What follows belongs to an exercise in optimizing a design on an open flow for a short achievable clock period and few clock cycles; a production flow would make more cautious choices.
RTL that was checked went through simulation tests only; none was proved equivalent to the original.
Function not checked in runs 2 and 3: the RTL went through the layout flow alone.
No activity file was given, so power comes from the tool's default toggle rates.

## flow/design.v (module list and top-level ports; edited modules follow where they fit)
// module mul_pipe: 3029 lines
// module MIPS_Pipe: 195 lines
module MIPS_Pipe (
    input  clk, reset,
    input  [31:0] imem_rdata,
    input  [31:0] dmem_rdata,
    output [31:0] imem_addr,
    output [31:0] dmem_addr,
    output [31:0] dmem_wdata,
    output dmem_we
);
  // ...
==> flow/flow/run.sh <==
#!/bin/bash
set -euo pipefail
MARGIN=$(cat flow/setup_margin)
bash standard.sh SETUP_SLACK_MARGIN="$MARGIN" finish > flow_make.log 2>&1
==> flow/flow/setup_margin <==
8.5
==> flow/standard.sh <==
#!/bin/bash
# synth_recipe.tcl (not shown) runs the flow's synth.tcl, then flattens the netlist and writes it again
# the make line also repeats each setting of config.mk as NAME=value (left out here)
make -C /OpenROAD-flow-scripts/flow DESIGN_CONFIG=/design/flow/config.mk WORK_HOME=/design/flow/orfs CLKGATE_MAP_FILE= SYNTH_SCRIPT=/design/flow/synth_recipe.tcl "${@:-finish}"
==> flow/config.mk <==
export PLATFORM = sky130hd
export DESIGN_NAME = MIPS_Pipe
export DESIGN_NICKNAME = MIPS_Pipe
export VERILOG_FILES = /design/flow/design.v
export SDC_FILE = /design/flow/constraint.sdc
export NUM_CORES = 8
export LEC_CHECK = 0
export CAP_MARGIN = 20
export CORE_MARGIN = 2
export CORE_UTILIZATION = 40
export SLEW_MARGIN = 20
==> flow/constraint.sdc <==
create_clock -name core_clock -period 12.0 [get_ports {clk}]
set_input_delay 2.4000 -clock core_clock [delete_from_list [all_inputs] [get_ports {clk}]]
set_output_delay 2.4000 -clock core_clock [all_outputs]
set_load 0.01 [all_outputs]
==> metrics.yaml, run 1 <==
yosys:
  synth_largest_area_cell: "dfrtp_1"
  synth_edf_count: 362
  ys_seq_area_frac: 0.486
  postSynth.asyncResetShare: 0.521
  ys_ff_latch: 2076
  ys_warn_count: 4
global_route:
  grt_pass1_vias: 89400
  use_met2: 0.520
  met3_usage: 0.154
  gr-usage-met1: 0.464
timing:
  whs_ns: 0.286
  setup_violations: 0
  worst_pin_slew_ns: 1.33
final_layout:
  nNonClkInverters: 542
  final_common_cell: "nand2_1"
  clkCellAreaFrac: 0.0608
  multi_input_gates: 6918
  final_cell_mix: "nand2_1 (1454), dfrtp_1 (1047), o21ai_0 (1037)"
  final_area_sq_um: 129000
placement:
  dp_hpwl_mm: 298
  io_buffers: 162
setup_path:
  end_kind: "output pin"
drt:
  drc: 0
  drtIter0Drc: 15600
floorplanning:
  core-area_sq_um: 259000
power:
  seq_power_mw: 8.06
clocking:
  cts_buffers: 217
outcome:
  status: "timing/DRC/antenna clean"
Testbench counts, summed over its fixed seeds: cycles 116,867.
==> module MIPS_Pipe, before the edit <==
module MIPS_Pipe (
    input  clk, reset,
    input  [31:0] imem_rdata,
    input  [31:0] dmem_rdata,
    output [31:0] imem_addr,
    output [31:0] dmem_addr,
    output [31:0] dmem_wdata,
    output dmem_we
);
reg  [31:0] pc_f;
assign imem_addr = pc_f;
reg        btb_v   [0:15];
reg  [5:0] btb_tag [0:15];
reg  [9:0] btb_tgt [0:15];
reg        upd_v, upd_t;
reg  [3:0] upd_idx;
reg  [5:0] upd_tag;
reg  [9:0] upd_tgt;
wire [3:0]  f_idx  = pc_f[5:2];
wire        j_f    = (imem_rdata[31:26] == 6'b000010);
wire        f_hit  = btb_v[f_idx] & (btb_tag[f_idx] == pc_f[11:6]);
wire [31:0] pcp4_f = pc_f + 32'd4;
wire [31:0] jt_f   = {pcp4_f[31:28], imem_rdata[25:0], 2'b00};
wire [31:0] pred_f = j_f ? jt_f : f_hit ? {pc_f[31:12], btb_tgt[f_idx], 2'b00} : pcp4_f;
wire        predt_f = f_hit & ~j_f;
reg         valid_d;
reg  [31:0] instr_d, pc_d, pcp4_d, pred_d;
reg         predt_d;
wire [5:0]  op_d  = instr_d[31:26];
wire [5:0]  fn_d  = instr_d[5:0];
wire [4:0]  rs_d  = instr_d[25:21];
wire [4:0]  rt_d  = instr_d[20:16];
wire [4:0]  rd_d  = instr_d[15:11];
wire [31:0] imm_d = {{16{instr_d[15]}}, instr_d[15:0]};
wire is_r_d    = (op_d == 6'b000000);
wire is_addi_d = (op_d == 6'b001000);
wire is_lw_d   = (op_d == 6'b100011);
wire is_sw_d   = (op_d == 6'b101011);
wire is_beq_d  = (op_d == 6'b000100);
wire is_j_d    = (op_d == 6'b000010);
wire f_add_d = (fn_d == 6'b100000);
wire f_sub_d = (fn_d == 6'b100010);
wire f_slt_d = (fn_d == 6'b101010);
wire f_mul_d = (fn_d == 6'b011100);
wire f_and_d = (fn_d == 6'b100100);
wire f_or_d  = (fn_d == 6'b100101);
wire use_imm_d = is_addi_d | is_lw_d | is_sw_d;
wire uses_rs_d = is_r_d | use_imm_d | is_beq_d;
wire uses_rt_d = is_r_d | is_beq_d;    
wire [4:0] dst_d = is_r_d ? rd_d : rt_d;
wire wr_d = (is_r_d | is_addi_d | is_lw_d) & (dst_d != 5'd0);
reg        wr_e, lw_e, mul_e;
reg  [4:0] dst_e;
reg        wr_m, lw_m, mul_m;
reg  [4:0] dst_m;
reg        wr_w, mul_w;
reg  [4:0] dst_w;
reg [31:0] res_m, res_w;
wire [31:0] mul_p;
wire [31:0] wdata_w = mul_w ? mul_p : res_w;
reg [31:0] rf [1:31];
wire [31:0] rf_rs = (rs_d == 5'd0) ? 32'd0 :
                    (wr_w && dst_w == rs_d) ? wdata_w : rf[rs_d];
wire [31:0] rf_rt = (rt_d == 5'd0) ? 32'd0 :
                    (wr_w && dst_w == rt_d) ? wdata_w : rf[rt_d];
wire rs_e_hit = wr_e && dst_e == rs_d;
wire rt_e_hit = wr_e && dst_e == rt_d;
wire rs_m_hit = wr_m && dst_m == rs_d;
wire rt_m_hit = wr_m && dst_m == rt_d;
wire long_e = lw_e | mul_e;
wire stall_d = valid_d & (
      (uses_rs_d & ((rs_e_hit & long_e) | (rs_m_hit & mul_m))) |
      (uses_rt_d & ((rt_e_hit & long_e) | (rt_m_hit & mul_m))) |
      (is_sw_d   & ((rt_e_hit & mul_e)  | (rt_m_hit & mul_m))));
wire [31:0] bt_d = pcp4_d + {imm_d[29:0], 2'b00};
wire redir_d = valid_d & ~stall_d & ~is_beq_d & predt_d;
wire [31:0] pc_next_f = stall_d ? pc_f : redir_d ? pcp4_d : pred_f;
reg  [31:0] opa_e, opb_e, sd_e, bt_e, pcp4_e, pred_e;
reg         fa_m_e, fa_w_e, fb_m_e, fb_w_e, fs_m_e, fs_w_e, fs_l_e;
reg         add_e, sub_e, and_e, or_e, slt_e, sw_e, beq_e, predt_e;
reg   [9:0] bpc_e;
wire [31:0] a_e = fa_m_e ? res_m : fa_w_e ? res_w : opa_e;
wire [31:0] b_e = fb_m_e ? res_m : fb_w_e ? res_w : opb_e;
wire [31:0] s_e = fs_m_e ? res_m : fs_w_e ? res_w : sd_e;
wire [31:0] sum_e  = a_e + b_e;
wire [31:0] diff_e = a_e - b_e;
wire        lt_e   = a_e < b_e;
wire [31:0] alu_e  = ({32{add_e}} & sum_e) | ({32{sub_e}} & diff_e) |
                     ({32{and_e}} & (a_e & b_e)) | ({32{or_e}} & (a_e | b_e)) |
                     {31'd0, slt_e & lt_e};
wire eq_mw  = (res_m == res_w);
wire eq_mb  = (res_m == opb_e);
wire eq_wb  = (res_w == opb_e);
wire eq_am  = (opa_e == res_m);
wire eq_aw  = (opa_e == res_w);
wire eq_ab  = (opa_e == opb_e);
wire taken_e = fa_m_e ? (fb_m_e ? 1'b1  : fb_w_e ? eq_mw : eq_mb) :
               fa_w_e ? (fb_m_e ? eq_mw : fb_w_e ? 1'b1  : eq_wb) :
                        (fb_m_e ? eq_am : fb_w_e ? eq_aw : eq_ab);
wire tmatch_e = (pred_e == bt_e);
wire redir_e  = beq_e & (taken_e ? ~(predt_e & tmatch_e) : predt_e);
wire [31:0] redir_e_tgt = taken_e ? bt_e : pcp4_e;
mul_pipe mul_u (.clk(clk), .a(a_e), .b(b_e), .p(mul_p));
reg  [31:0] sd_m;
reg         we_m;
assign dmem_addr  = res_m;
assign dmem_wdata = sd_m;
assign dmem_we    = we_m;
integer i;
always @(posedge clk or negedge reset) begin
    if (!reset) begin
        pc_f <= 32'd0;
        valid_d <= 1'b0;
        predt_d <= 1'b0;
        wr_e <= 1'b0; lw_e <= 1'b0; mul_e <= 1'b0; dst_e <= 5'd0;
        add_e <= 1'b0; sub_e <= 1'b0; and_e <= 1'b0; or_e <= 1'b0; slt_e <= 1'b0;
        sw_e <= 1'b0; beq_e <= 1'b0; predt_e <= 1'b0;
        fa_m_e <= 1'b0; fa_w_e <= 1'b0; fb_m_e <= 1'b0; fb_w_e <= 1'b0;
        fs_m_e <= 1'b0; fs_w_e <= 1'b0; fs_l_e <= 1'b0;
        wr_m <= 1'b0; lw_m <= 1'b0; mul_m <= 1'b0; dst_m <= 5'd0; we_m <= 1'b0;
        wr_w <= 1'b0; mul_w <= 1'b0; dst_w <= 5'd0;
        for (i = 0; i < 16; i = i + 1) btb_v[i] <= 1'b0;
        upd_v <= 1'b0;
        for (i = 1; i < 32; i = i + 1) rf[i] <= 32'd0;
    end else begin
        pc_f    <= redir_e ? redir_e_tgt : pc_next_f;
        valid_d <= ~redir_e & (stall_d ? valid_d : ~redir_d);
        if (!stall_d) predt_d <= predt_f;
        if (redir_e || stall_d || !valid_d) begin
            wr_e <= 1'b0; lw_e <= 1'b0; mul_e <= 1'b0;
            add_e <= 1'b0; sub_e <= 1'b0; and_e <= 1'b0; or_e <= 1'b0; slt_e <= 1'b0;
            sw_e <= 1'b0; beq_e <= 1'b0;
            fa_m_e <= 1'b0; fa_w_e <= 1'b0; fb_m_e <= 1'b0; fb_w_e <= 1'b0;
            fs_m_e <= 1'b0; fs_w_e <= 1'b0; fs_l_e <= 1'b0;
        end else begin
            wr_e  <= wr_d;
            lw_e  <= is_lw_d;
            mul_e <= is_r_d & f_mul_d;
            add_e <= use_imm_d | (is_r_d & f_add_d);
            sub_e <= is_r_d & f_sub_d;
            and_e <= is_r_d & f_and_d;
            or_e  <= is_r_d & f_or_d;
            slt_e <= is_r_d & f_slt_d;
            sw_e  <= is_sw_d;
            beq_e <= is_beq_d;
            fa_m_e <= rs_e_hit;
            fa_w_e <= ~rs_e_hit & rs_m_hit;
            fb_m_e <= ~use_imm_d & rt_e_hit;
            fb_w_e <= ~use_imm_d & ~rt_e_hit & rt_m_hit;
            fs_m_e <= rt_e_hit & ~lw_e;
            fs_w_e <= ~rt_e_hit & rt_m_hit;
            fs_l_e <= rt_e_hit & lw_e;
        end
        dst_e <= dst_d;
        predt_e <= predt_d;
        wr_m  <= wr_e;
        lw_m  <= lw_e;
        mul_m <= mul_e;
        dst_m <= dst_e;
        we_m  <= sw_e;
        wr_w  <= wr_m;
        mul_w <= mul_m;
        dst_w <= dst_m;
        if (wr_w) rf[dst_w] <= wdata_w;
        upd_v  <= beq_e & (taken_e | predt_e);
        if (upd_v) btb_v[upd_idx] <= upd_t;
    end
end
always @(posedge clk) begin
    if (!stall_d) begin
        instr_d <= imem_rdata;
        pc_d    <= pc_f;
        pcp4_d  <= pcp4_f;
        pred_d  <= pred_f;
    end
    opa_e  <= rf_rs;
    opb_e  <= use_imm_d ? imm_d : rf_rt;
    sd_e   <= rf_rt;
    bt_e   <= bt_d;
    pcp4_e <= pcp4_d;
    pred_e <= pred_d;
    bpc_e  <= pc_d[11:2];
    res_m  <= alu_e;
    sd_m   <= fs_l_e ? dmem_rdata : s_e;
    res_w  <= lw_m ? dmem_rdata : res_m;
    upd_idx  <= bpc_e[3:0];
    upd_tag  <= bpc_e[9:4];
    upd_tgt  <= bt_e[11:2];
    upd_t    <= taken_e;
    if (upd_v) begin
        btb_tag[upd_idx] <= upd_tag;
        btb_tgt[upd_idx] <= upd_tgt;
    end
end
endmodule
==> inputs of run 2 (changes only) <==
--- a/flow/design.v
+++ b/flow/design.v
@@ -3042,14 +3042,12 @@
 reg  [5:0] btb_tag [0:15];
-reg  [9:0] btb_tgt [0:15];
-reg        upd_v, upd_t;
-reg  [3:0] upd_idx;
-reg  [5:0] upd_tag;
-reg  [9:0] upd_tgt;
+reg [29:0] btb_tgt [0:15];
+reg        btb_t   [0:15];
+reg        upd_v, upd_t, updj_v;
+reg  [3:0] upd_idx, updj_idx;
+reg  [5:0] upd_tag, updj_tag;
+reg [29:0] upd_tgt, updj_tgt;
 wire [3:0]  f_idx  = pc_f[5:2];
-wire        j_f    = (imem_rdata[31:26] == 6'b000010);
-wire        f_hit  = btb_v[f_idx] & (btb_tag[f_idx] == pc_f[11:6]);
+wire        f_hit  = btb_v[f_idx] & btb_t[f_idx] & (btb_tag[f_idx] == pc_f[11:6]);
 wire [31:0] pcp4_f = pc_f + 32'd4;
-wire [31:0] jt_f   = {pcp4_f[31:28], imem_rdata[25:0], 2'b00};
-wire [31:0] pred_f = j_f ? jt_f : f_hit ? {pc_f[31:12], btb_tgt[f_idx], 2'b00} : pcp4_f;
-wire        predt_f = f_hit & ~j_f;
+wire [31:0] pred_f = f_hit ? {btb_tgt[f_idx], 2'b00} : pcp4_f;
 reg         valid_d;
@@ -3077,3 +3075,3 @@
 wire uses_rs_d = is_r_d | use_imm_d | is_beq_d;
-wire uses_rt_d = is_r_d | is_beq_d;    
+wire uses_rt_d = is_r_d | is_sw_d | is_beq_d;
 wire [4:0] dst_d = is_r_d ? rd_d : rt_d;
@@ -3101,9 +3099,12 @@
       (uses_rs_d & ((rs_e_hit & long_e) | (rs_m_hit & mul_m))) |
-      (uses_rt_d & ((rt_e_hit & long_e) | (rt_m_hit & mul_m))) |
-      (is_sw_d   & ((rt_e_hit & mul_e)  | (rt_m_hit & mul_m))));
+      (uses_rt_d & ((rt_e_hit & long_e) | (rt_m_hit & mul_m))));
+wire [31:0] jt_d = {pcp4_d[31:28], instr_d[25:0], 2'b00};
 wire [31:0] bt_d = pcp4_d + {imm_d[29:0], 2'b00};
-wire redir_d = valid_d & ~stall_d & ~is_beq_d & predt_d;
-wire [31:0] pc_next_f = stall_d ? pc_f : redir_d ? pcp4_d : pred_f;
+wire j_ok_d  = predt_d & (pred_d == jt_d);
+wire redir_d = valid_d & ~stall_d &
+               ((is_j_d & ~j_ok_d) | (~is_j_d & ~is_beq_d & predt_d));
+wire [31:0] redir_d_tgt = is_j_d ? jt_d : pcp4_d;
+wire [31:0] pc_next_f = stall_d ? pc_f : redir_d ? redir_d_tgt : pred_f;
 reg  [31:0] opa_e, opb_e, sd_e, bt_e, pcp4_e, pred_e;
-reg         fa_m_e, fa_w_e, fb_m_e, fb_w_e, fs_m_e, fs_w_e, fs_l_e;
+reg         fa_m_e, fa_w_e, fb_m_e, fb_w_e, fs_m_e, fs_w_e;
 reg         add_e, sub_e, and_e, or_e, slt_e, sw_e, beq_e, predt_e;
@@ -3147,3 +3148,3 @@
         fa_m_e <= 1'b0; fa_w_e <= 1'b0; fb_m_e <= 1'b0; fb_w_e <= 1'b0;
-        fs_m_e <= 1'b0; fs_w_e <= 1'b0; fs_l_e <= 1'b0;
+        fs_m_e <= 1'b0; fs_w_e <= 1'b0;
         wr_m <= 1'b0; lw_m <= 1'b0; mul_m <= 1'b0; dst_m <= 5'd0; we_m <= 1'b0;
@@ -3152,2 +3153,3 @@
         upd_v <= 1'b0;
+        updj_v <= 1'b0;
         for (i = 1; i < 32; i = i + 1) rf[i] <= 32'd0;
@@ -3156,3 +3158,3 @@
         valid_d <= ~redir_e & (stall_d ? valid_d : ~redir_d);
-        if (!stall_d) predt_d <= predt_f;
+        if (!stall_d) predt_d <= f_hit;
         if (redir_e || stall_d || !valid_d) begin
@@ -3162,3 +3164,3 @@
             fa_m_e <= 1'b0; fa_w_e <= 1'b0; fb_m_e <= 1'b0; fb_w_e <= 1'b0;
-            fs_m_e <= 1'b0; fs_w_e <= 1'b0; fs_l_e <= 1'b0;
+            fs_m_e <= 1'b0; fs_w_e <= 1'b0;
         end else begin
@@ -3178,5 +3180,4 @@
             fb_w_e <= ~use_imm_d & ~rt_e_hit & rt_m_hit;
-            fs_m_e <= rt_e_hit & ~lw_e;
+            fs_m_e <= rt_e_hit;
             fs_w_e <= ~rt_e_hit & rt_m_hit;
-            fs_l_e <= rt_e_hit & lw_e;
         end
@@ -3194,3 +3195,5 @@
         upd_v  <= beq_e & (taken_e | predt_e);
-        if (upd_v) btb_v[upd_idx] <= upd_t;
+        updj_v <= valid_d & ~stall_d & is_j_d;
+        if (updj_v) btb_v[updj_idx] <= 1'b1;
+        if (upd_v)  btb_v[upd_idx] <= 1'b1;
     end
@@ -3212,3 +3215,3 @@
     res_m  <= alu_e;
-    sd_m   <= fs_l_e ? dmem_rdata : s_e;
+    sd_m   <= s_e;
     res_w  <= lw_m ? dmem_rdata : res_m;
@@ -3216,4 +3219,12 @@
     upd_tag  <= bpc_e[9:4];
-    upd_tgt  <= bt_e[11:2];
+    upd_tgt  <= bt_e[31:2];
     upd_t    <= taken_e;
+    updj_idx <= pc_d[5:2];
+    updj_tag <= pc_d[11:6];
+    updj_tgt <= jt_d[31:2];
+    if (updj_v) begin
+        btb_tag[updj_idx] <= updj_tag;
+        btb_tgt[updj_idx] <= updj_tgt;
+        btb_t[updj_idx]   <= 1'b1;
+    end
     if (upd_v) begin
@@ -3221,2 +3232,3 @@
         btb_tgt[upd_idx] <= upd_tgt;
+        btb_t[upd_idx]   <= upd_t;
     end
--- a/flow/config.mk
+++ b/flow/config.mk
@@ -7,2 +7,3 @@
 export LEC_CHECK = 0
+export ABC_CLOCK_PERIOD_IN_PS = 3000
 export CAP_MARGIN = 20
==> run 2 against run 1 <==
Final cell count up 14%. Sequential power up 25%. Highest routed layer unchanged. Power is 32% higher. Register-to-register slack better by 0.03 ns. Largest power group unchanged. Still clean on timing, DRC and antenna. First-iteration DRC count rose by 30%.
==> metrics.yaml, run 2 <==
outcome:
  status: "timing/DRC/antenna clean"  # unchanged
timing:
  grt_setup_unrepaired: "yes"  # unchanged
  hold_viol_final: 0  # unchanged
  whs_ns: 0.333  # was 0.286 ns
  finClkSkew_ns: 0.0941  # was 0.121 ns
  fin_tns_setup_ns: 0  # unchanged
  layout_min_cycle_time_ns: 4.15  # was 4.12 ns
  min_period_over_period: 0.346  # was 0.343
  setup_violations: 0  # unchanged
  maxSlewViolCount: 0  # unchanged
  fmax_mhz: 241  # was 243 MHz
  slew_headroom: 0.0986  # was 0.111
  worst_pin_slew_ns: 1.35  # was 1.33 ns
  setup_ws_ns: 7.85  # was 7.88 ns
clocking:
  cts_buffer_depth: 4  # was 3
  cts_buffers: 278  # was 217
  path_clk_slew_ns: 0.06  # about the same
  htreeDepth: 5  # was 4
  insertion_delay_ns: 0.94  # was 0.96 ns
  clock_sinks: 2458  # was 2076
  cts_tree: "yes"  # unchanged
  cts-root-buf: "clkbuf_16"  # unchanged
final_layout:
  drive_gt1_frac: 0.269  # was 0.209
  nNetsFinal: 12600  # was 11400
  top_register: "rf"  # unchanged
  seq_area_sq_um: 61600  # was 50800 sq um
  final_common_cell: "nand2_1"  # unchanged
  area.growth.synth_to_final_pct: 23.8  # about the same
  final_core_utilization: 0.498  # was 0.497
  multiInputGateArea_sq_um: 62500  # was 52700 sq um
  largest_register_ffs: 992  # unchanged
  final_cell_mix: "nand2_1 (1474), dfrtp_1 (1044), o21ai_0 (851)"  # was nand2_1 (1454), dfrtp_1 (1047), o21ai_0 (1037)
  n_fill_cell: 27000  # was 23100
placement:
  place_congestion: 1.02  # was 0.991
  dp_hpwl_mm: 344  # was 298 mm
  place_ws_ns: 6.48  # was 6.16 ns
  io_buffers: 162  # unchanged
setup_path:
  path_class: "reg2out"  # unchanged
  end_kind: "output pin"  # unchanged
  cp.arrival_ns: 1.75  # was 1.72 ns
  cp_max_fo: 2  # unchanged
  cp.required_ns: 9.60  # about the same
  critPathLaunchType: "register"  # unchanged
drt:
  drtIter0Drc: 20200  # was 15600
  routed_via_density: 6.57  # was 6.49
  drtPass1Iterations: 14  # was 17
  routed_wl_mm: 595  # was 509 mm
  num_vias: 108000  # was 93100
  ant_nets: 0  # unchanged
  wl_per_cell_um: 36.3  # was 35.5 um
  drc: 0  # unchanged
yosys:
  ys_warn_count: 4  # unchanged
  ys_top_cells_by_area: "dfrtp_1 (22%), edfxtp_1 (16%), dfxtp_1 (11%)"  # was dfrtp_1 (26%), dfxtp_1 (12%), edfxtp_1 (10%)
  synth_top_cell_area_share: 0.218  # was 0.260
  postSynth.asyncResetShare: 0.440  # was 0.521
  synth_largest_area_cell: "dfrtp_1"  # unchanged
  synth_common_cells: "nand2_1 (1511), o21ai_0 (1083), dfrtp_1 (1082), clkbuf_1 (782), nor2_1 (704)"  # was nand2_1 (1509), o21ai_0 (1120), dfrtp_1 (1082), nor2_1 (685), clkbuf_1 (672)
  ys_types: 95  # was 92
  syn_nets: 12200  # was 11000
  ys_ff_latch: 2458  # was 2076
  ys_seq_area_frac: 0.494  # was 0.486
  yosysMostFrequentCell: "nand2_1"  # unchanged
  synth_edf_count: 682  # was 362
  ys.flop_type: "dfrtp_1"  # unchanged
  syn_area_per_cell_sq_um: 10.7  # was 10.1 sq um
  synthCells: 11600  # was 10300
  synth_area_sq_um: 124000  # was 104000 sq um
power:
  pwr-share-seq: 0.421  # was 0.443
  peakVddDrop_mv: 0.189  # was 0.160 mV
  internal-power_mw: 16.9  # was 13.0 mW
  combPwrFrac: 0.202  # was 0.152
  swShare: 0.299  # was 0.284
  power.leakage_nw: 61.9  # was 53.7 nW
  clkPwrFrac: 0.377  # was 0.405
  switchingPower_mw: 7.20  # was 5.16 mW
  finalPower_mw: 24.1  # was 18.2 mW
  powerDensity_nw_per_um2: 156  # was 141 nW/um^2
global_route:
  grt-ovfl-total: 0  # unchanged
  antenna_found_initial: 49  # was 50
  grt_pass1_wl_mm: 812  # was 695 mm
  grt_max_degree: 159  # was 177
  globalRouteTotalUtil: 0.365  # was 0.372
  grt_pass1_vias: 104000  # was 89400
floorplanning:
  core-area_sq_um: 309000  # was 259000 sq um
  die-area_sq_um: 315000  # was 264000 sq um
  die_height_um: 562  # was 514 um
  fp.dieW_um: 562  # was 514 um
  start_util: 0.402  # was 0.401
  core.rowCount: 204  # was 187
  boundaryPins: 163  # unchanged
flow_run:
  max_cap_violations: 0  # unchanged
hold_path:
  min_path_type: "reg2reg"  # unchanged
==> run 2: cell count changes after synthesis, moves of 61 or more <==
cell,change
a22oi_1,+81
dfxtp_1,+62
xnor2_1,+61
mux4_2,+110
clkbuf_1,+110
edfxtp_1,+320
o21ai_1,+80
mux2_2,+558
==> run 2: kinds of logic after synthesis <==
logic type | share of synthesized area
AO/OA/AOI/OAI | 0.144
flip-flops | 0.494
multiplexers | 0.108
XOR/XNOR | 0.0263
AND/OR/NAND/NOR | 0.0968
adder cells (fa/ha/maj) | 0.0849
buffers and inverters | 0.0464
==> run 2: repair_timing <==
action,in CTS,in global routing
resized for setup,1587,701
setup buffers,336,197
hold buffers,0,0
pin swaps,268,280
cloned,61,14
setup endpoints to repair,1478,897
==> run 2: worst paths after layout <==
check	startpoint	slack (ns)	depth (start not counted)	endpoint
max	pc_f[5]	7.85	3	imem_addr[5]
min	mul_u.r1_2_2	0.33	0	mul_u.r2_2_1
max reg2reg	fb_w_e	7.92	18	pc_f[22]
min reg2reg	mul_u.r1_2_2	0.33	0	mul_u.r2_2_1
max in group asynchronous	reset	8.61	3	rf[8][12]
min in group asynchronous	reset	1.55	1	rf[30][1]
==> run 2: per-layer routing <==
layer  global-route usage  wire length (um)  share of wire
met4                0.260             56300          0.095
met5              0.00633               290        0.00049
met2                0.510            240000           0.40
met1                0.463            211000           0.36
met3                0.135             86200           0.14
==> run 2: power by group through the flow <==
stage | sequential, mW | combinational (mW) | clock [mW]
finish | 10.1 | 4.85 | 9.08
global route | 10.2 | 5.03 | 9.43
CTS | 10.1 | 4.56 | 9.12
detailed placement | 10.3 | 3.73 | 0
global placement | 10.3 | 3.69 | 0
floorplan | 9.77 | 2.63 | 0
==> run 2: stage by stage <==
stage,cell area (sq um),cells
floorplan,125000,11600
global placement,131000,15200
detailed placement,131000,15200
CTS,149000,16100
global route,154000,16300
finish,154000,16400
==> run 2: worst max-delay path, cell delays in order, from the launching register on <==
cell,delay (ns)
dfrtp_2,0.43
buf_12,0.15
buf_16,0.14
buf_6,0.11
==> run 2: final cells by class <==
class,count,area share
Timing Repair Buffer,1068,0.0825
Multi-Input combinational cell,7619,0.406
Antenna cell,40,0.000650
Clock inverter,101,0.00931
Clock buffer,399,0.0526
Sequential cell,2458,0.400
Tap cell,4120,0.0335
Inverter,558,0.0151
==> inputs of run 3 (changes only) <==
--- a/flow/design.v
+++ b/flow/design.v
@@ -3044,6 +3044,2 @@
 reg        btb_t   [0:15];
-reg        upd_v, upd_t, updj_v;
-reg  [3:0] upd_idx, updj_idx;
-reg  [5:0] upd_tag, updj_tag;
-reg [29:0] upd_tgt, updj_tgt;
 wire [3:0]  f_idx  = pc_f[5:2];
@@ -3106,3 +3102,2 @@
 wire [31:0] redir_d_tgt = is_j_d ? jt_d : pcp4_d;
-wire [31:0] pc_next_f = stall_d ? pc_f : redir_d ? redir_d_tgt : pred_f;
 reg  [31:0] opa_e, opb_e, sd_e, bt_e, pcp4_e, pred_e;
@@ -3120,11 +3115,3 @@
                      {31'd0, slt_e & lt_e};
-wire eq_mw  = (res_m == res_w);
-wire eq_mb  = (res_m == opb_e);
-wire eq_wb  = (res_w == opb_e);
-wire eq_am  = (opa_e == res_m);
-wire eq_aw  = (opa_e == res_w);
-wire eq_ab  = (opa_e == opb_e);
-wire taken_e = fa_m_e ? (fb_m_e ? 1'b1  : fb_w_e ? eq_mw : eq_mb) :
-               fa_w_e ? (fb_m_e ? eq_mw : fb_w_e ? 1'b1  : eq_wb) :
-                        (fb_m_e ? eq_am : fb_w_e ? eq_aw : eq_ab);
+wire taken_e  = (a_e == b_e);
 wire tmatch_e = (pred_e == bt_e);
@@ -3152,9 +3139,18 @@
         for (i = 0; i < 16; i = i + 1) btb_v[i] <= 1'b0;
-        upd_v <= 1'b0;
-        updj_v <= 1'b0;
         for (i = 1; i < 32; i = i + 1) rf[i] <= 32'd0;
     end else begin
-        pc_f    <= redir_e ? redir_e_tgt : pc_next_f;
-        valid_d <= ~redir_e & (stall_d ? valid_d : ~redir_d);
-        if (!stall_d) predt_d <= f_hit;
+        if (redir_e) begin
+            pc_f <= redir_e_tgt;
+            valid_d <= 1'b0;
+            predt_d <= 1'b0;
+        end else if (stall_d) begin
+        end else if (redir_d) begin
+            pc_f <= redir_d_tgt;
+            valid_d <= 1'b0;
+            predt_d <= 1'b0;
+        end else begin
+            pc_f <= pred_f;
+            valid_d <= 1'b1;
+            predt_d <= f_hit;
+        end
         if (redir_e || stall_d || !valid_d) begin
@@ -3194,6 +3190,8 @@
         if (wr_w) rf[dst_w] <= wdata_w;
-        upd_v  <= beq_e & (taken_e | predt_e);
-        updj_v <= valid_d & ~stall_d & is_j_d;
-        if (updj_v) btb_v[updj_idx] <= 1'b1;
-        if (upd_v)  btb_v[upd_idx] <= 1'b1;
+        if (valid_d && !stall_d && is_j_d) begin
+            btb_v[pc_d[5:2]] <= 1'b1;
+        end
+        if (beq_e && (taken_e || predt_e)) begin
+            btb_v[bpc_e[3:0]] <= 1'b1;
+        end
     end
@@ -3201,3 +3199,3 @@
 always @(posedge clk) begin
-    if (!stall_d) begin
+    if (!redir_e && !stall_d && !redir_d) begin
         instr_d <= imem_rdata;
@@ -3217,18 +3215,11 @@
     res_w  <= lw_m ? dmem_rdata : res_m;
-    upd_idx  <= bpc_e[3:0];
-    upd_tag  <= bpc_e[9:4];
-    upd_tgt  <= bt_e[31:2];
-    upd_t    <= taken_e;
-    updj_idx <= pc_d[5:2];
-    updj_tag <= pc_d[11:6];
-    updj_tgt <= jt_d[31:2];
-    if (updj_v) begin
-        btb_tag[updj_idx] <= updj_tag;
-        btb_tgt[updj_idx] <= updj_tgt;
-        btb_t[updj_idx]   <= 1'b1;
+    if (valid_d && !stall_d && is_j_d) begin
+        btb_tag[pc_d[5:2]] <= pc_d[11:6];
+        btb_tgt[pc_d[5:2]] <= jt_d[31:2];
+        btb_t[pc_d[5:2]]   <= 1'b1;
     end
-    if (upd_v) begin
-        btb_tag[upd_idx] <= upd_tag;
-        btb_tgt[upd_idx] <= upd_tgt;
-        btb_t[upd_idx]   <= upd_t;
+    if (beq_e && (taken_e || predt_e)) begin
+        btb_tag[bpc_e[3:0]] <= bpc_e[9:4];
+        btb_tgt[bpc_e[3:0]] <= bt_e[31:2];
+        btb_t[bpc_e[3:0]]   <= taken_e;
     end
==> flow/run.sh (new file) <==
#!/bin/bash
# synth_recipe.tcl (not shown) runs the flow's synth.tcl, then flattens the netlist and writes it again
# the make line also repeats each setting of config.mk as NAME=value (left out here)
make -C /OpenROAD-flow-scripts/flow DESIGN_CONFIG=/design/flow/config.mk WORK_HOME=/design/flow/orfs CLKGATE_MAP_FILE= SYNTH_SCRIPT=/design/flow/synth_recipe.tcl finish
--- a/flow/config.mk
+++ b/flow/config.mk
@@ -11,2 +11,3 @@
 export CORE_UTILIZATION = 40
+export SETUP_SLACK_MARGIN = 5
 export SLEW_MARGIN = 20
removed: flow/flow/run.sh
removed: flow/flow/setup_margin
removed: flow/standard.sh
==> run 3 against run 2 <==
Count of clock-buffer cells in the layout is 18 lower. Hold slack worse by 0.0055 ns. Critical path depth is 12 higher. Non-clock buffer count decreased by 597. Critical path type is now reg2reg. Wire length shrank 10%. Via count decreased by 6.7%.
==> metrics.yaml, run 3 <==
clocking:
  clock_sinks: 2389  # was 2458
  cts_tree: "yes"  # unchanged
  cts-root-buf: "clkbuf_16"  # unchanged
  cts_buffer_depth: 4  # unchanged
  postCtsHoldBufs: 0  # unchanged
  insertion_delay_ns: 0.93  # was 0.94 ns
  path_clk_slew_ns: 0.06  # about the same
  cts_buffers: 271  # was 278
  postCtsSetupRepairBufs: 0  # was 336
  htreeDepth: 5  # unchanged
yosys:
  synth_xor_area_frac: 0.0201  # was 0.0263
  ys.flop_type: "dfrtp_1"  # unchanged
  synth_edf_count: 682  # unchanged
  synth_largest_area_cell: "dfrtp_1"  # unchanged
  syn_nets: 12200  # about the same
  synth_area_sq_um: 122000  # was 124000 sq um
  synthAdderAreaFrac: 0.0873  # was 0.0849
  synth_common_cells: "nand2_1 (1651), o21ai_0 (1245), dfrtp_1 (1080), clkbuf_1 (773), edfxtp_1 (682)"  # was nand2_1 (1511), o21ai_0 (1083), dfrtp_1 (1082), clkbuf_1 (782), nor2_1 (704)
  synth_top_family_by_area: "compound AO/OA/AOI/OAI gates"  # unchanged
  ys_top_cells_by_area: "dfrtp_1 (22%), edfxtp_1 (17%), dfxtp_1 (10%)"  # was dfrtp_1 (22%), edfxtp_1 (16%), dfxtp_1 (11%)
  synth.area.mux_share: 0.0993  # was 0.108
  syn_area_per_cell_sq_um: 10.6  # was 10.7 sq um
  ys_ff_latch: 2389  # was 2458
  postSynth.asyncResetShare: 0.452  # was 0.440
  yosys.area_share.simple: 0.103  # was 0.0968
  ys_seq_area_frac: 0.491  # was 0.494
  yosysMostFrequentCell: "nand2_1"  # unchanged
  ys_warn_count: 4  # unchanged
  synthCells: 11600  # about the same
  ys_types: 99  # was 95
  synth-compound-area-share: 0.150  # was 0.144
  synth_top_cell_area_share: 0.221  # was 0.218
placement:
  placedCellCount: 15100  # was 15200
  io_buffers: 162  # unchanged
  dp_hpwl_mm: 338  # was 344 mm
  place_congestion: 1.02  # about the same
  place_ws_ns: 4.73  # was 6.48 ns
floorplanning:
  fp.dieW_um: 557  # was 562 um
  core-area_sq_um: 304000  # was 309000 sq um
  start_util: 0.403  # was 0.402
  die-area_sq_um: 310000  # was 315000 sq um
  die_height_um: 557  # was 562 um
  core.rowCount: 202  # was 204
  boundaryPins: 163  # unchanged
drt:
  num_vias: 100000  # was 108000
  routed_via_density: 6.40  # was 6.57
  drc: 0  # unchanged
  drtIter0Drc: 18000  # was 20200
  drtPass1Iterations: 14  # unchanged
  wl_per_cell_um: 34.2  # was 36.3 um
  routed_wl_mm: 535  # was 595 mm
  ant_nets: 0  # unchanged
final_layout:
  nNetsFinal: 12000  # was 12600
  drive_gt1_frac: 0.153  # was 0.269
  n_fill_cell: 28000  # was 27000
  multiInputGateArea_sq_um: 57300  # was 62500 sq um
  seq_area_sq_um: 60100  # was 61600 sq um
  area.growth.synth_to_final_pct: 12.7  # was 23.8%
  fin_cells: 15700  # was 16400
  final_common_cell: "nand2_1"  # unchanged
  final_cell_mix: "nand2_1 (1617), o21ai_0 (1239), dfrtp_1 (1068)"  # was nand2_1 (1474), dfrtp_1 (1044), o21ai_0 (851)
  top_register: "rf"  # unchanged
  largest_register_ffs: 992  # unchanged
  final_core_utilization: 0.454  # was 0.498
timing:
  layout_min_cycle_time_ns: 6.79  # was 4.15 ns
  finClkSkew_ns: 0.0861  # was 0.0941 ns
  min_period_over_period: 0.566  # was 0.346
  maxSlewViolCount: 0  # unchanged
  hold_viol_final: 0  # unchanged
  setup_violations: 0  # unchanged
  slew_headroom: 0.0506  # was 0.0986
  grt_setup_unrepaired: "no"  # was yes
  fmax_mhz: 147  # was 241 MHz
  worst_pin_slew_ns: 1.41  # was 1.35 ns
  fin_tns_setup_ns: 0  # unchanged
  setup_ws_ns: 5.21  # was 7.85 ns
setup_path:
  slowest_stage: "o21a_1"  # was dfrtp_2
  critPathLaunchType: "register"  # unchanged
  cpPeakStageDelay_ns: 0.69  # was 0.43 ns
  cp.arrival_ns: 7.28  # was 1.75 ns
  path_class: "reg2reg"  # was reg2out
  cpMostUsedCell: "buf_4"
  end_kind: "register"  # was output pin
  cp_max_fo: 46  # was 2
  cp.required_ns: 12.48  # was 9.60 ns
  cp_cell_sequence: "buf_4 > mux2i_1 > o21a_1 > ha_1 > clkinv_1 > nand4_1 > nor4_4 > buf_4 > o21ai_1 > nor2_1 > nand2_2 > nor3_4 > buf_4 > or2_2 > buf_4"  # was buf_12 > buf_16 > buf_6
global_route:
  grt_max_degree: 166  # was 159
  grt_pass1_wl_mm: 743  # was 812 mm
  globalRouteTotalUtil: 0.337  # was 0.365
  grt-ovfl-total: 0  # unchanged
  antenna_found_initial: 48  # was 49
  grt_pass1_vias: 97600  # was 104000
power:
  powerDensity_nw_per_um2: 166  # was 156 nW/um^2
  finalPower_mw: 22.9  # was 24.1 mW
  peakVddDrop_mv: 0.168  # was 0.189 mV
  power.leakage_nw: 54.9  # was 61.9 nW
flow_run:
  max_cap_violations: 0  # unchanged
hold_path:
  min_path_type: "reg2reg"  # unchanged
outcome:
  status: "timing/DRC/antenna clean"  # unchanged
-- run 3: cell types whose count changed after synthesis, moves of 32 or more --
cell,before,now
o21ai_0,1083,1245
nand2_1,1511,1651
o21ai_1,93,6
mux2_2,658,580
dfxtp_1,694,627
xnor2_1,270,208
nor2_1,704,655
mux2i_1,189,143
a31oi_1,21,55
o211ai_1,47,13
xor2_1,104,72
-- run 3: cells by family (layout without fill, tap and decap cells) --
group,Yosys count,count (layout)
fa+ha+maj,612,612
other cells,0,38
buf+inv,1527,1513
mux,910,910
compound gates,2893,2893
flops,2389,2389
xor+xnor,280,280
simple gates,2939,2940
-- run 3: what timing repair did --
item | 4_1_cts | 5_1_grt
cloned | 1 | 0
resized for setup | 4 | 8
setup endpoints to repair | 60 | 109
-- run 3: where the power goes --
| part | total, mW | leakage, nW | switching [mW] | internal [mW] |
|---|---|---|---|---|
| registers | 9.87 | 26.5 | 0.934 | 8.94 |
| logic | 4.40 | 24.0 | 2.63 | 1.77 |
| clock network | 8.60 | 4.47 | 3.65 | 4.95 |
-- run 3: final timing paths --
kind	from	endpoint	slack [ns]	cells after the start
max in group asynchronous	reset	rf[23][13]	7.97	3
setup / recovery	fa_w_e	btb_tgt[4][25]	5.21	15
hold / removal	mul_u.r1_1_1	mul_u.r2_1_1	0.33	0
setup reg to reg	fa_w_e	btb_tgt[4][25]	5.21	15
min in group asynchronous	reset	rf[25][0]	1.53	1
hold reg to reg	mul_u.r1_1_1	mul_u.r2_1_1	0.33	0
-- run 3: critical path, delay by kind of cell (launching register included) --
| kind | cells | cell delay (ns) |
|---|---|---|
| multiplexers | 1 | 0.27 |
| AND/OR/NAND/NOR | 6 | 1.75 |
| adder cells (fa/ha/maj) | 1 | 0.48 |
| flip-flops | 1 | 0.35 |
| AO/OA/AOI/OAI | 2 | 0.89 |
| buffers and inverters | 5 | 2.48 |
-- run 3: routing by layer --
metal  GRT usage  vias up  part of all wire
li1            -    40500                 -
met1       0.429    49700              0.37
met2       0.487     7943              0.42
met3       0.118     2176              0.13
met4       0.218       22             0.080
met5     0.00123        -           0.00027
-- run 3: stage by stage --
step / hold slack (ns) / area, sq um
after floorplan: 0.310 / 122000
after global placement: 0.311 / 128000
after detailed placement: 0.316 / 128000
after CTS: 0.329 / 138000
after global routing: 0.335 / 138000
final: 0.327 / 138000
-- run 3: area by class of cell --
type                    instances  area share
well taps                    4080      0.0370
clock inverters               107     0.00909
multi-input cells            7635       0.416
diodes                         38    0.000690
flip-flops and latches       2389       0.436
inverters                     554      0.0151
repair buffers                471      0.0294
clock buffers                 381      0.0568

-- afterwards: timing with drivers on the ports --
The results above use ideal ports. As a check the final layouts listed here were re-extracted and re-timed, cells and wires unchanged. Step 1 sets driving cells, clkbuf_16 on the clock port and buf_2 on the other inputs (assumed; they add their load-dependent delay and slew). Step 2 also shifts input and output timing later by t, the mid clock arrival at the registers, as if the neighbouring blocks saw the same clock. a / b / c = ideal ports / drivers / drivers and shift; a / b = the first two.
run	t (ns)	setup slack, ns	worst setup path at the end	worst register clock-pin slew, ns	worst data-port slew with drivers (ns)
run 1	1.006	7.880 / 7.770 / 7.369	input to register	0.08 / 0.08	0.16
run 2	1.004	7.845 / 7.733 / 7.670	input, reset recovery	0.07 / 0.07	0.17
run 3	1.001	5.206 / 5.206 / 5.206	register to register	0.07 / 0.07	0.07
After both steps setup and hold are still met in every run listed. The setup slack of run 1, which loses most, moves by -0.110 ns with the drivers and by -0.511 ns with both steps. Setup slack includes reset recovery checks.
